What follows belongs to an exercise in optimizing a design on an open flow for small area; a production flow would make more cautious choices. In this exercise RTL edits were held to simulation tests only and were not proved equivalent to the original.

==> flow/design.v (outline; a module is shown in full before it is edited, if it fits) <==
// module cordic_pipeline: 4059 lines
module cordic_pipeline(clk, x0, y0, z0, out_x, out_y, out_z);
  // ...
==> flow/flow/run.sh <==
#!/bin/bash
# Own layout flow: the standard synthesis, then a netlist clean-up that removes inverters
# (flow/invopt.py complements self-dual or De Morgan-dual cells such as full adders, xor/xnor,
# nand/nor and aoi/oai, and splits a half adder into xor2 + nand2 where its carry is wanted
# inverted, so fewer inverters are needed; registers and output ports are untouched), then
# the standard layout with buf_1 port buffers. Each tool writes its own
# log here: synth.log, invopt.log, layout.log.
set -euo pipefail
R=orfs/results/${FLOW_PLATFORM}/cordic_pipeline/base
bash standard.sh synth > synth.log 2>&1
cp $R/1_2_yosys.v synth_netlist.v
if ! python3 flow/invopt.py synth_netlist.v $R/1_2_yosys.v > invopt.log 2>&1; then
  echo "invopt failed; keeping the standard netlist" >> invopt.log
  cp synth_netlist.v $R/1_2_yosys.v
fi
rm -f $R/1_synth.odb $R/1_synth.sdc
bash standard.sh BUFFER_PORTS_ARGS="-buffer_cell sky130_fd_sc_hd__buf_1" finish > layout.log 2>&1
==> flow/flow/invopt.py <==
#!/usr/bin/env python3
"""Inverter clean-up after synthesis. Full adders, majority gates, buffers and muxes are
self-dual and nand/nor, and/or, aoi/oai pairs are De Morgan duals, so complementing all
(data) inputs and the output of such a cell keeps its function (the cell type changes to its
dual). xor/xnor cells take either input polarity by swapping type; a cell with an inverting
twin (nand2/and2, a21oi/a21o, mux2i/mux2, ...) can complement its output by swapping type; a
half adder whose carry is wanted inverted becomes xor2 + nand2. This pass chooses these changes
so that as few inverters (and as little area) as possible are needed. Registers and output
ports are left as they are. usage: invopt.py IN.v OUT.v"""
import re, sys, random, collections

LIB = '/OpenROAD-flow-scripts/flow/platforms/sky130hd/lib/sky130_fd_sc_hd__tt_025C_1v80.lib'
import os
if 'FLOW_HOME' in os.environ:
    LIB = os.path.join(os.environ['FLOW_HOME'], 'platforms/sky130hd/lib/sky130_fd_sc_hd__tt_025C_1v80.lib')
libtxt = open(LIB).read()
AREA = {}
for m in re.finditer(r'cell\s*\(\s*"?(\w+)"?\s*\)\s*\{(.*?)area\s*:\s*([\d.]+)', libtxt, re.S):
    AREA[m.group(1)] = float(m.group(3))
DONT = set()
PFX = 'sky130_fd_sc_hd__'
PAIRS = [('nand2', 'nor2'), ('nand3', 'nor3'), ('nand4', 'nor4'), ('and2', 'or2'), ('and3', 'or3'),
         ('and4', 'or4'), ('a21oi', 'o21ai'), ('a21o', 'o21a'), ('a31oi', 'o31ai'), ('a31o', 'o31a'),
         ('a22oi', 'o22ai'), ('a22o', 'o22a'), ('a211oi', 'o211ai'), ('a211o', 'o211a'),
         ('a41oi', 'o41ai'), ('a41o', 'o41a'), ('a221oi', 'o221ai'), ('a311oi', 'o311ai'),
         ('a2111oi', 'o2111ai'), ('a32oi', 'o32ai'), ('a32o', 'o32a')]
DUAL = {}
for a, b in PAIRS:
    DUAL[a] = b; DUAL[b] = a
for s in ('fa', 'maj3', 'buf', 'mux2', 'mux2i'):
    DUAL[s] = s
TWIN_PAIRS = [('nand2', 'and2'), ('nor2', 'or2'), ('nand3', 'and3'), ('nor3', 'or3'), ('nand4', 'and4'),
              ('nor4', 'or4'), ('a21oi', 'a21o'), ('o21ai', 'o21a'), ('a31oi', 'a31o'), ('o31ai', 'o31a'),
              ('a22oi', 'a22o'), ('o22ai', 'o22a'), ('a211oi', 'a211o'), ('o211ai', 'o211a'),
              ('a41oi', 'a41o'), ('o41ai', 'o41a'), ('a32oi', 'a32o'), ('o32ai', 'o32a'),
              ('a221oi', 'a221o'), ('o221ai', 'o221a'), ('a311oi', 'a311o'), ('o311ai', 'o311a'),
              ('a2111oi', 'a2111o'), ('o2111ai', 'o2111a'), ('mux2i', 'mux2')]
TWIN = {}
for a, b in TWIN_PAIRS:
    TWIN[a] = b; TWIN[b] = a
INVERTING = set(a for a, b in TWIN_PAIRS)
DATA_ONLY = {'mux2': {'A0', 'A1'}, 'mux2i': {'A0', 'A1'}}

def twin_type(t):
    base, drv = split(t)
    if base not in TWIN: return None
    d = TWIN[base]
    cand = [c for c in AREA if split(c)[0] == d]
    if not cand: return None
    same = PFX + d + '_' + drv
    if same in AREA: return same
    return min(cand, key=lambda c: abs(AREA[c] - AREA[t]))

def split(t):
    m = re.fullmatch(PFX + r'([a-z0-9]+?)_(\d+)', t)
    return (m.group(1), m.group(2)) if m else (None, None)

def dual_type(t):
    base, drv = split(t)
    if base not in DUAL: return None
    d = DUAL[base]
    cand = [c for c in AREA if split(c)[0] == d]
    if not cand: return None
    same = PFX + d + '_' + drv
    if same in AREA: return same
    # closest area
    return min(cand, key=lambda c: abs(AREA[c] - AREA[t]))

src = open(sys.argv[1]).read()
cell_re = re.compile(r'\n  (sky130_fd_sc_hd__\w+)\s+(\S+)\s*\((.*?)\);', re.S)
OUTPINS = {'X', 'Y', 'Q', 'Q_N', 'SUM', 'COUT', 'HI', 'LO'}
cells = []
for mm in cell_re.finditer(src):
    typ, name, body = mm.group(1), mm.group(2), mm.group(3)
    pins = [(p, n.strip()) for p, n in re.findall(r'\.(\w+)\(([^()]*)\)', body)]
    cells.append([typ, name, pins, mm.start(), mm.end()])
ports_in = set(); ports_out = set()
for kind, rng, names in re.findall(r'\n  (input|output)\s+(\[\d+:\d+\])?\s*([^;]+);', src):
    for nm in names.split(','):
        nm = nm.strip()
        if rng:
            hi, lo = map(int, rng[1:-1].split(':'))
            for i in range(min(hi, lo), max(hi, lo) + 1):
                (ports_in if kind == 'input' else ports_out).add('%s[%d]' % (nm, i))
        else:
            (ports_in if kind == 'input' else ports_out).add(nm)

def is_inv(t): return re.fullmatch(PFX + r'(clk)?inv_\d+', t) is not None
def is_xor(t): return re.fullmatch(PFX + r'x(n)?or2_\d+', t) is not None
def is_ha(t): return re.fullmatch(PFX + r'ha_\d+', t) is not None
def flippable(t): return dual_type(t) is not None or is_ha(t)

drv = {}
for ci, (typ, name, pins, a, b) in enumerate(cells):
    for p, n in pins:
        if p in OUTPINS: drv[n] = (ci, p)

def root(n):
    pol = 0; seen = 0
    while n in drv and is_inv(cells[drv[n][0]][0]) and seen < 50:
        ci = drv[n][0]
        n = dict(cells[ci][2])['A']; pol ^= 1; seen += 1
    return n, pol

frozen_roots = set()
for ci, c in enumerate(cells):
    if is_inv(c[0]):
        pins = dict(c[2])
        if pins['Y'] in ports_out:
            frozen_roots.add(root(pins['A'])[0])
for p in ports_out:
    frozen_roots.add(root(p)[0])

def data_pin(ci, p):
    if is_ha(cells[ci][0]): return False
    base = split(cells[ci][0])[0]
    if base in DATA_ONLY: return p in DATA_ONLY[base]
    return True

cons = collections.defaultdict(list)
for ci, c in enumerate(cells):
    if is_inv(c[0]): continue
    for p, n in c[2]:
        if p in OUTPINS or n.startswith("1'"): continue
        r, pol = root(n)
        if is_xor(c[0]): continue
        cons[r].append((ci, p, pol))
for p in ports_out:
    r, pol = root(p)
    cons[r].append((-1, p, pol))
producer = {}
for ci, c in enumerate(cells):
    if is_inv(c[0]): continue
    for p, n in c[2]:
        if p in OUTPINS: producer[n] = ci
flip = [0] * len(cells)
oflip = [0] * len(cells)

def prod_pol(r):
    if r not in producer: return 0
    ci = producer[r]
    if is_ha(cells[ci][0]) and dict(cells[ci][2]).get('COUT') != r: return 0
    return flip[ci] ^ oflip[ci]

def sig_cost(r):
    if r in frozen_roots: return 0
    pi = prod_pol(r)
    for ci, p, pol in cons[r]:
        need = pol
        if ci >= 0 and flip[ci] and data_pin(ci, p): need ^= 1
        if need != pi: return 1
    return 0

def final_type(ci):
    t = cells[ci][0]
    if flip[ci]: t = dual_type(t)
    if oflip[ci]: t = twin_type(t)
    return t

def area_delta(ci):
    t = cells[ci][0]
    if is_xor(t) or is_ha(t): return 0.0
    ft = final_type(ci)
    if ft is None: return 1e6
    return (AREA[ft] - AREA[t]) / 3.75

def cell_sigs(ci):
    s = set()
    for p, n in cells[ci][2]:
        if n.startswith("1'"): continue
        if is_xor(cells[ci][0]) and p not in OUTPINS: continue
        if is_ha(cells[ci][0]) and p != 'COUT': continue
        s.add(root(n)[0])
    return s

cands = [ci for ci, c in enumerate(cells) if (flippable(c[0]) or is_xor(c[0])) and not is_inv(c[0])]
# cells with constant inputs are not flipped
cands = [ci for ci in cands if not any(n.startswith("1'") for p, n in cells[ci][2])]
sigs = {ci: cell_sigs(ci) for ci in cands}
movable = [ci for ci in cands if not (sigs[ci] & frozen_roots)]
allroots = set(cons) | set(producer)
def total():
    return sum(sig_cost(r) for r in allroots) + sum(area_delta(ci) for ci in movable)
before = total()
def try_group(g):
    ss = set()
    for ci in g: ss |= sigs[ci]
    c0 = sum(sig_cost(r) for r in ss) + sum(area_delta(ci) for ci in g)
    for ci in g: flip[ci] ^= 1
    c1 = sum(sig_cost(r) for r in ss) + sum(area_delta(ci) for ci in g)
    if c1 < c0 - 1e-9: return True
    for ci in g: flip[ci] ^= 1
    return False
# neighbours for pair moves
nbr = collections.defaultdict(set)
mset = set(movable)
for ci in movable:
    for r in sigs[ci]:
        if r in producer and producer[r] in mset and producer[r] != ci: nbr[ci].add(producer[r])
        for cj, p, pol in cons[r]:
            if cj in mset and cj != ci: nbr[ci].add(cj)
def out_sigs(ci):
    return set(root(n)[0] for p, n in cells[ci][2] if p in OUTPINS)
twinable = [ci for ci in movable if not is_xor(cells[ci][0]) and not is_ha(cells[ci][0])
            and twin_type(cells[ci][0]) is not None and (dual_type(cells[ci][0]) is None or twin_type(dual_type(cells[ci][0])) is not None)]
osigs = {ci: out_sigs(ci) for ci in twinable}
def try_oflip(ci):
    ss = osigs[ci]
    c0 = sum(sig_cost(r) for r in ss) + area_delta(ci)
    oflip[ci] ^= 1
    c1 = sum(sig_cost(r) for r in ss) + area_delta(ci)
    if c1 < c0 - 1e-9: return True
    oflip[ci] ^= 1
    return False
random.seed(1)
for it in range(30):
    changed = False
    order = movable[:]; random.shuffle(order)
    for ci in order:
        if try_group([ci]): changed = True
    for ci in twinable:
        if try_oflip(ci): changed = True
    for ci in order:
        for cj in nbr[ci]:
            if try_group([ci, cj]): changed = True
    if not changed: break
after = total()
pass

newcells = []; newwires = []; net_for = {}; cnt = 0
def get_net(r, pol):
    global cnt
    pi = prod_pol(r)
    if pol == pi: return r
    key = (r, pol)
    if key not in net_for:
        cnt += 1
        nn = 'invopt_n%d' % cnt
        newwires.append(nn)
        newcells.append('  sky130_fd_sc_hd__inv_1 invopt_i%d (\n    .A(%s),\n    .Y(%s)\n  );' % (cnt, r, nn))
        net_for[key] = nn
    return net_for[key]

keep_inv = set()
for ci, c in enumerate(cells):
    if is_inv(c[0]):
        pins = dict(c[2])
        if root(pins['A'])[0] in frozen_roots: keep_inv.add(ci)
out = []; pos = 0
for ci, c in enumerate(cells):
    typ, name, pins, a, b = c
    out.append(src[pos:a]); pos = b
    if is_inv(typ) and ci not in keep_inv: continue
    if is_inv(typ): out.append(src[a:b]); continue
    fl = flip[ci]
    newpins = []
    if is_xor(typ):
        par = fl
        for p, n in pins:
            if p in OUTPINS or n.startswith("1'") or root(n)[0] in frozen_roots:
                newpins.append((p, n)); continue
            r, pol = root(n)
            pi = prod_pol(r)
            newpins.append((p, get_net(r, pi)))
            par ^= pi ^ pol
        if par:
            if 'xnor2' in typ:
                typ = typ.replace('xnor2', 'xor2'); newpins = [('X' if p == 'Y' else p, n) for p, n in newpins]
            else:
                typ = typ.replace('xor2', 'xnor2'); newpins = [('Y' if p == 'X' else p, n) for p, n in newpins]
    elif is_ha(typ) and fl:
        pd = dict(pins)
        def inp(n):
            if n.startswith("1'") or root(n)[0] in frozen_roots: return n
            r, pol = root(n)
            return get_net(r, pol)
        a_, b_ = inp(pd['A']), inp(pd['B'])
        out.append('\n  sky130_fd_sc_hd__xor2_1 %s_hx (\n    .A(%s),\n    .B(%s),\n    .X(%s)\n  );' % (name.strip().lstrip('\\').replace('$', '_'), a_, b_, pd['SUM']))
        out.append('\n  sky130_fd_sc_hd__nand2_1 %s_hn (\n    .A(%s),\n    .B(%s),\n    .Y(%s)\n  );' % (name.strip().lstrip('\\').replace('$', '_'), a_, b_, pd['COUT']))
        continue
    else:
        for p, n in pins:
            if p in OUTPINS or n.startswith("1'") or root(n)[0] in frozen_roots:
                newpins.append((p, n)); continue
            r, pol = root(n)
            inv = fl and data_pin(ci, p)
            newpins.append((p, get_net(r, pol ^ inv)))
        if (fl or oflip[ci]) and not is_ha(typ):
            nt = final_type(ci)
            old_inv = split(typ)[0] in INVERTING
            new_inv = split(nt)[0] in INVERTING
            typ = nt
            if old_inv != new_inv:
                newpins = [(('X' if p == 'Y' else 'Y') if p in ('X', 'Y') else p, n) for p, n in newpins]
    body = ',\n'.join('    .%s(%s)' % (p, n) for p, n in newpins)
    out.append('\n  %s %s (\n%s\n  );' % (typ, name, body))
out.append(src[pos:])
res = ''.join(out)
decl = ''.join('  wire %s;\n' % w for w in newwires)
ins = res.index(';\n', res.index('module')) + 2
res = res[:ins] + decl + res[ins:]
endm = res.rindex('endmodule')
res = res[:endm] + '\n'.join(newcells) + '\n' + res[endm:]
open(sys.argv[2], 'w').write(res)
==> flow/standard.sh <==
#!/bin/bash
# synth_recipe.tcl (not shown) runs the flow's synth.tcl, then flattens the netlist and writes it again
# the make line also repeats each setting of config.mk as NAME=value (left out here)
make -C /OpenROAD-flow-scripts/flow DESIGN_CONFIG=/design/flow/config.mk WORK_HOME=/design/flow/orfs CLKGATE_MAP_FILE= SYNTH_SCRIPT=/design/flow/synth_recipe.tcl "${@:-finish}"
==> flow/config.mk <==
export PLATFORM = sky130hd
export DESIGN_NAME = cordic_pipeline
export DESIGN_NICKNAME = cordic_pipeline
export VERILOG_FILES = /design/flow/design.v
export SDC_FILE = /design/flow/constraint.sdc
export NUM_CORES = 4
export LEC_CHECK = 0
export CAP_MARGIN = 20
export CORE_MARGIN = 2
export CORE_UTILIZATION = 70
export CTS_BUF_LIST = sky130_fd_sc_hd__clkbuf_8
export CTS_CLUSTER_DIAMETER = 60
export CTS_CLUSTER_SIZE = 20
export PLACE_DENSITY = 0.8
export SLEW_MARGIN = 20
==> flow/constraint.sdc <==
create_clock -name core_clock -period 4.0 [get_ports {clk}]
set_input_delay 0.8000 -clock core_clock [delete_from_list [all_inputs] [get_ports {clk}]]
set_output_delay 0.8000 -clock core_clock [all_outputs]
set_load 0.01 [all_outputs]
==> out/results.txt, run 1 <==
status = failed layout checks
Failed Checks = negative setup slack
Multi-In Gates = 1129
Rel. slew slack = 47.6%
final hold violation count = 0
layout cells sized above 1 = 8.30%
Post-CTS Resized = 19
WL/cell = 14.8 µm
crit path cell chain = buf_6, mux2_4, fa_2, fa_2, fa_2, a31oi_4, ha_2, or4b_4, or4_4, or4_4, inv_2, a41oi_2, xnor2_1
HPWL Detailed = 29800 µm
Final setup viols = 2
H-tree levels = 2
met2 wire len = 21400 µm
CTS Buf Count = 41
DR vias/cell = 5.01
Clock buf/inv share = 3.35%
clock transition at the registers of the reported paths = 0.11 ns
area growth from synthesis to layout = 7.50%
Hold Buf Count CTS = 0
Post-Route M1 WL = 12400 µm
via count = 12500
slack of the critical path = -0.0110 ns
storage element area = 11600 µm²
row count = 69
Reg-to-Reg Start = z9i_211_r1
==> run 2: changes to the inputs <==
==> flow/flow/run.sh (replaced) <==
#!/bin/bash
# Own layout flow: the standard synthesis, then a netlist clean-up that removes inverters
# (flow/invopt.py complements self-dual or De Morgan-dual cells such as full adders, xor/xnor,
# nand/nor and aoi/oai so fewer inverters are needed; registers, half adders and ports are
# untouched), then the standard layout with buf_1 port buffers. Each tool writes its own
# log here: synth.log, invopt.log, layout.log.
set -euo pipefail
R=orfs/results/${FLOW_PLATFORM}/cordic_pipeline/base
bash standard.sh synth > synth.log 2>&1
cp $R/1_2_yosys.v synth_netlist.v
if ! python3 flow/invopt.py synth_netlist.v $R/1_2_yosys.v > invopt.log 2>&1; then
  echo "invopt failed; keeping the standard netlist" >> invopt.log
  cp synth_netlist.v $R/1_2_yosys.v
fi
rm -f $R/1_synth.odb $R/1_synth.sdc
bash standard.sh BUFFER_PORTS_ARGS="-buffer_cell sky130_fd_sc_hd__buf_1" DONT_USE_CELLS="sky130_fd_sc_hd__probe_p_8 sky130_fd_sc_hd__probec_p_8 sky130_fd_sc_hd__lpflow_bleeder_1 sky130_fd_sc_hd__lpflow_clkbufkapwr_1 sky130_fd_sc_hd__lpflow_clkbufkapwr_16 sky130_fd_sc_hd__lpflow_clkbufkapwr_2 sky130_fd_sc_hd__lpflow_clkbufkapwr_4 sky130_fd_sc_hd__lpflow_clkbufkapwr_8 sky130_fd_sc_hd__lpflow_clkinvkapwr_1 sky130_fd_sc_hd__lpflow_clkinvkapwr_16 sky130_fd_sc_hd__lpflow_clkinvkapwr_2 sky130_fd_sc_hd__lpflow_clkinvkapwr_4 sky130_fd_sc_hd__lpflow_clkinvkapwr_8 sky130_fd_sc_hd__lpflow_decapkapwr_12 sky130_fd_sc_hd__lpflow_decapkapwr_3 sky130_fd_sc_hd__lpflow_decapkapwr_4 sky130_fd_sc_hd__lpflow_decapkapwr_6 sky130_fd_sc_hd__lpflow_decapkapwr_8 sky130_fd_sc_hd__lpflow_inputiso0n_1 sky130_fd_sc_hd__lpflow_inputiso0p_1 sky130_fd_sc_hd__lpflow_inputiso1n_1 sky130_fd_sc_hd__lpflow_inputiso1p_1 sky130_fd_sc_hd__lpflow_inputisolatch_1 sky130_fd_sc_hd__lpflow_isobufsrc_1 sky130_fd_sc_hd__lpflow_isobufsrc_16 sky130_fd_sc_hd__lpflow_isobufsrc_2 sky130_fd_sc_hd__lpflow_isobufsrc_4 sky130_fd_sc_hd__lpflow_isobufsrc_8 sky130_fd_sc_hd__lpflow_isobufsrckapwr_16 sky130_fd_sc_hd__lpflow_lsbuf_lh_hl_isowell_tap_1 sky130_fd_sc_hd__lpflow_lsbuf_lh_hl_isowell_tap_2 sky130_fd_sc_hd__lpflow_lsbuf_lh_hl_isowell_tap_4 sky130_fd_sc_hd__lpflow_lsbuf_lh_isowell_4 sky130_fd_sc_hd__lpflow_lsbuf_lh_isowell_tap_1 sky130_fd_sc_hd__lpflow_lsbuf_lh_isowell_tap_2 sky130_fd_sc_hd__lpflow_lsbuf_lh_isowell_tap_4 sky130_fd_sc_hd__buf_4 sky130_fd_sc_hd__buf_6 sky130_fd_sc_hd__buf_8 sky130_fd_sc_hd__buf_12 sky130_fd_sc_hd__buf_16" finish > layout.log 2>&1
--- a/flow/flow/invopt.py
+++ b/flow/flow/invopt.py
@@ -4,7 +4,5 @@
 (data) inputs and the output of such a cell keeps its function (the cell type changes to its
-dual). xor/xnor cells take either input polarity by swapping type; a cell with an inverting
-twin (nand2/and2, a21oi/a21o, mux2i/mux2, ...) can complement its output by swapping type; a
-half adder whose carry is wanted inverted becomes xor2 + nand2. This pass chooses these changes
-so that as few inverters (and as little area) as possible are needed. Registers and output
-ports are left as they are. usage: invopt.py IN.v OUT.v"""
+dual). xor/xnor cells take either input polarity by swapping type. This pass chooses which
+cells to complement so that as few inverters as possible are needed; registers, half adders and
+ports are left as they are. usage: invopt2.py IN.v OUT.v"""
 import re, sys, random, collections
@@ -31,23 +29,3 @@
     DUAL[s] = s
-TWIN_PAIRS = [('nand2', 'and2'), ('nor2', 'or2'), ('nand3', 'and3'), ('nor3', 'or3'), ('nand4', 'and4'),
-              ('nor4', 'or4'), ('a21oi', 'a21o'), ('o21ai', 'o21a'), ('a31oi', 'a31o'), ('o31ai', 'o31a'),
-              ('a22oi', 'a22o'), ('o22ai', 'o22a'), ('a211oi', 'a211o'), ('o211ai', 'o211a'),
-              ('a41oi', 'a41o'), ('o41ai', 'o41a'), ('a32oi', 'a32o'), ('o32ai', 'o32a'),
-              ('a221oi', 'a221o'), ('o221ai', 'o221a'), ('a311oi', 'a311o'), ('o311ai', 'o311a'),
-              ('a2111oi', 'a2111o'), ('o2111ai', 'o2111a'), ('mux2i', 'mux2')]
-TWIN = {}
-for a, b in TWIN_PAIRS:
-    TWIN[a] = b; TWIN[b] = a
-INVERTING = set(a for a, b in TWIN_PAIRS)
 DATA_ONLY = {'mux2': {'A0', 'A1'}, 'mux2i': {'A0', 'A1'}}
-
-def twin_type(t):
-    base, drv = split(t)
-    if base not in TWIN: return None
-    d = TWIN[base]
-    cand = [c for c in AREA if split(c)[0] == d]
-    if not cand: return None
-    same = PFX + d + '_' + drv
-    if same in AREA: return same
-    return min(cand, key=lambda c: abs(AREA[c] - AREA[t]))
 
@@ -89,4 +67,3 @@
 def is_xor(t): return re.fullmatch(PFX + r'x(n)?or2_\d+', t) is not None
-def is_ha(t): return re.fullmatch(PFX + r'ha_\d+', t) is not None
-def flippable(t): return dual_type(t) is not None or is_ha(t)
+def flippable(t): return dual_type(t) is not None
 
@@ -108,3 +85,3 @@
         pins = dict(c[2])
-        if pins['Y'] in ports_out:
+        if pins['A'] in ports_in or pins['Y'] in ports_out:
             frozen_roots.add(root(pins['A'])[0])
@@ -114,3 +91,2 @@
 def data_pin(ci, p):
-    if is_ha(cells[ci][0]): return False
     base = split(cells[ci][0])[0]
@@ -136,9 +112,2 @@
 flip = [0] * len(cells)
-oflip = [0] * len(cells)
-
-def prod_pol(r):
-    if r not in producer: return 0
-    ci = producer[r]
-    if is_ha(cells[ci][0]) and dict(cells[ci][2]).get('COUT') != r: return 0
-    return flip[ci] ^ oflip[ci]
 
@@ -146,3 +115,3 @@
     if r in frozen_roots: return 0
-    pi = prod_pol(r)
+    pi = flip[producer[r]] if r in producer else 0
     for ci, p, pol in cons[r]:
@@ -153,14 +122,7 @@
 
-def final_type(ci):
-    t = cells[ci][0]
-    if flip[ci]: t = dual_type(t)
-    if oflip[ci]: t = twin_type(t)
-    return t
-
 def area_delta(ci):
     t = cells[ci][0]
-    if is_xor(t) or is_ha(t): return 0.0
-    ft = final_type(ci)
-    if ft is None: return 1e6
-    return (AREA[ft] - AREA[t]) / 3.75
+    if is_xor(t): return 0.0
+    d = dual_type(t)
+    return (AREA[d] - AREA[t]) / 3.75 if flip[ci] else 0.0
 
@@ -171,3 +133,2 @@
         if is_xor(cells[ci][0]) and p not in OUTPINS: continue
-        if is_ha(cells[ci][0]) and p != 'COUT': continue
         s.add(root(n)[0])
@@ -201,15 +162,2 @@
             if cj in mset and cj != ci: nbr[ci].add(cj)
-def out_sigs(ci):
-    return set(root(n)[0] for p, n in cells[ci][2] if p in OUTPINS)
-twinable = [ci for ci in movable if not is_xor(cells[ci][0]) and not is_ha(cells[ci][0])
-            and twin_type(cells[ci][0]) is not None and (dual_type(cells[ci][0]) is None or twin_type(dual_type(cells[ci][0])) is not None)]
-osigs = {ci: out_sigs(ci) for ci in twinable}
-def try_oflip(ci):
-    ss = osigs[ci]
-    c0 = sum(sig_cost(r) for r in ss) + area_delta(ci)
-    oflip[ci] ^= 1
-    c1 = sum(sig_cost(r) for r in ss) + area_delta(ci)
-    if c1 < c0 - 1e-9: return True
-    oflip[ci] ^= 1
-    return False
 random.seed(1)
@@ -220,4 +168,2 @@
         if try_group([ci]): changed = True
-    for ci in twinable:
-        if try_oflip(ci): changed = True
     for ci in order:
@@ -232,3 +178,3 @@
     global cnt
-    pi = prod_pol(r)
+    pi = flip[producer[r]] if r in producer else 0
     if pol == pi: return r
@@ -262,3 +208,3 @@
             r, pol = root(n)
-            pi = prod_pol(r)
+            pi = flip[producer[r]] if r in producer else 0
             newpins.append((p, get_net(r, pi)))
@@ -270,12 +216,2 @@
                 typ = typ.replace('xor2', 'xnor2'); newpins = [('Y' if p == 'X' else p, n) for p, n in newpins]
-    elif is_ha(typ) and fl:
-        pd = dict(pins)
-        def inp(n):
-            if n.startswith("1'") or root(n)[0] in frozen_roots: return n
-            r, pol = root(n)
-            return get_net(r, pol)
-        a_, b_ = inp(pd['A']), inp(pd['B'])
-        out.append('\n  sky130_fd_sc_hd__xor2_1 %s_hx (\n    .A(%s),\n    .B(%s),\n    .X(%s)\n  );' % (name.strip().lstrip('\\').replace('$', '_'), a_, b_, pd['SUM']))
-        out.append('\n  sky130_fd_sc_hd__nand2_1 %s_hn (\n    .A(%s),\n    .B(%s),\n    .Y(%s)\n  );' % (name.strip().lstrip('\\').replace('$', '_'), a_, b_, pd['COUT']))
-        continue
     else:
@@ -287,9 +223,4 @@
             newpins.append((p, get_net(r, pol ^ inv)))
-        if (fl or oflip[ci]) and not is_ha(typ):
-            nt = final_type(ci)
-            old_inv = split(typ)[0] in INVERTING
-            new_inv = split(nt)[0] in INVERTING
-            typ = nt
-            if old_inv != new_inv:
-                newpins = [(('X' if p == 'Y' else 'Y') if p in ('X', 'Y') else p, n) for p, n in newpins]
+        if fl:
+            typ = dual_type(typ)
     body = ',\n'.join('    .%s(%s)' % (p, n) for p, n in newpins)
==> run 2 against run 1 <==
Non-clock buffer count rose by 2. Register-to-register slack improved by 0.14 ns. Now clean on timing, DRC and antenna. Die area rose by 0.97%. Critical path depth fell by 3. Final cell count rose by 1.7%. Sequential share of layout area fell by 0.19 points. Utilization barely moved. Fmax rose by 3.6%. Worst setup slack improved by 0.14 ns.
==> out/results.txt, run 2 <==
worst-skew pair later-pin latency = 0.60 ns
detailed-route wire length = 37300 µm
total core area = 35500 µm²
row count = 69 (unchanged)
commonest non-fill, non-tap cell in the layout = dfxtp_1
Hold Buf Count CTS = 0 (unchanged)
gr ovfl total = 0
syn avg cell area = 12.8 µm²
slack of the critical path = 0.127 ns (+0.138 ns)
Global Route Usage Sum = 20.5%
syn nets = 2390
initial drt markers = 328
Max-Cap Viols = 0
Final #Nets = 2484
Req. time, crit path = 4.54 ns
Port Buffers = 96
fin util = 75.7%
worst min-delay path class = in -> reg
most frequent cells in the layout = 573 x dfxtp_1, 259 x xor2_1, 254 x fa_1, 186 x inv_1, 167 x xnor2_1
Rel. slew slack = 47.2% (-0.34 points)
Synth warnings = 1
CP Launch Type = flop
CTS Buf Count = 39 (-4.9%)
largest net degree at the start of global routing = 21
Max FO, Critical Path = 3
CTS Buffer Depth = 3
max-slew violations = 0
via count = 12800 (+2.6%)
Num Clock Sinks = 579
first-pass GRT wire length = 61700 µm
Root Buffer = clkbuf_8
hold wc startpoint = x0[11]
DR vias/cell = 5.05 (+0.90%)
area growth from synthesis to layout = 6.90%
Fin Hold WS = 0.294 ns
critical setup path kind = reg -> reg
WL/cell = 14.7 µm (-0.59%)
final hold violation count = 0 (unchanged)
Final TNS setup = 0 ns
Final setup viols = 0 (-2)
Ports = 97
number of remaining DRC errors = 0
crit path launch = zs_86_r2
Crit. End Element = flop
initial core utilization = 70.8%
CTS tree = built
clock transition at the registers of the reported paths = 0.11 ns (about the same)
Max Clk Rate = 258 MHz
die width = 193 µm
Worst Path Arrival = 4.41 ns
Die Footprint = 37400 µm²
slew of the pin with the lowest slew margin = 0.792 ns
status = finished clean
synthesized cell area = 25100 µm²
layout cells sized above 1 = 4.57% (-3.7 points)
synthesized instance count = 1968
Initial DRT Pass Iterations = 4
initial antenna violation count = 0
clk_skew = 0.0357 ns
post-route clock period utilization = 96.8%
H-tree levels = 2 (unchanged)
min Tclk post-route = 3.87 ns
Final ANT Viol Nets = 0
vias in the first global route = 13900
HPWL Detailed = 30500 µm (+2.4%)
routability cong. = 0.907
die height = 193 µm
Reg-to-Reg Start = zs_86_r2
n_diodes = 0
post-place setup slack = -0.228 ns
==> run 2: routing by layer <==
metal  GRT usage (%)  up-vias  part of all wire (%)
met5               0        -                     0
met2            43.0      220                    59
met1            18.2     6236                    33
li1                -     6271                     -
met4            10.7        0                   5.3
met3            2.93      112                   2.9
==> run 2: path summary, 6_finish.rpt <==
path | endpoint | slack (ns) | cells after the start
setup reg to reg | x3_s_529_r1 | 0.13 | 10
setup / recovery | x3_s_529_r1 | 0.13 | 10
hold reg to reg | z1i_78_r8 | 0.31 | 0
hold / removal | x0_11_r1 | 0.29 | 1
==> run 2: final cells by class <==
class	instances	area, µm²
Timing Repair Buffer	150	845
Inverter	183	687
Clock buffer	42	578
Fill cell	2296	8630
Sequential cell	579	11600
Tap cell	461	577
Clock inverter	16	191
Multi-Input combinational cell	1109	12400
==> run 2: per-stage QoR <==
step                cells  area [µm²]
floorplan            1968       25100
CTS                  2538       26800
global placement     2480       26000
global route         2540       26900
detailed placement   2480       26000
finish               2540       26900
==> run 2: what timing repair did <==
item / CTS / global route
resized for setup: 2 / 25
buffers inserted: 0 / 2
pin swaps: 0 / 2
setup endpoints to repair: 5 / 23
==> run 2: worst max-delay path, cell delays in order (launching register included) <==
cell and delay, ns:
dfxtp_1 0.35, xor2_1 0.18, fa_2 0.37, fa_1 0.41
fa_1 0.41, fa_1 0.39, fa_1 0.40, fa_1 0.55
xor2_1 0.25, fa_1 0.45, inv_1 0.06

## separate check: timing with driven ports
No port has a modelled driver above. Below, the same layouts with a new extraction and two added sets of constraints. Step 1, drivers: a clkbuf_16 drives clk and a buf_2 each remaining input, both assumed. Step 2 adds t to the input delays and takes it off the output delays; t is the mean of the earliest and latest rising clock arrival at the registers after step 1. Input paths then give back, and output paths get back, about the clock's delay inside the block. a / b / c = no drivers / after step 1 / after step 2; a / b = the first two.
| run | t, ns | setup slack, ns | worst setup path at the end | clock arrival spread, ns | worst slew at a driven data input, ns |
|---|---|---|---|---|---|
| run 1 | 0.677 | -0.011 / -0.011 / -0.011 | register to register | 0.025 / 0.025 | 0.03 |
| run 2 | 0.629 | 0.127 / 0.127 / 0.119 | input to register | 0.045 / 0.046 | 0.03 |
The setup slack of run 2, which loses most, moves by 0.000 ns with the drivers and by -0.008 ns with both steps.
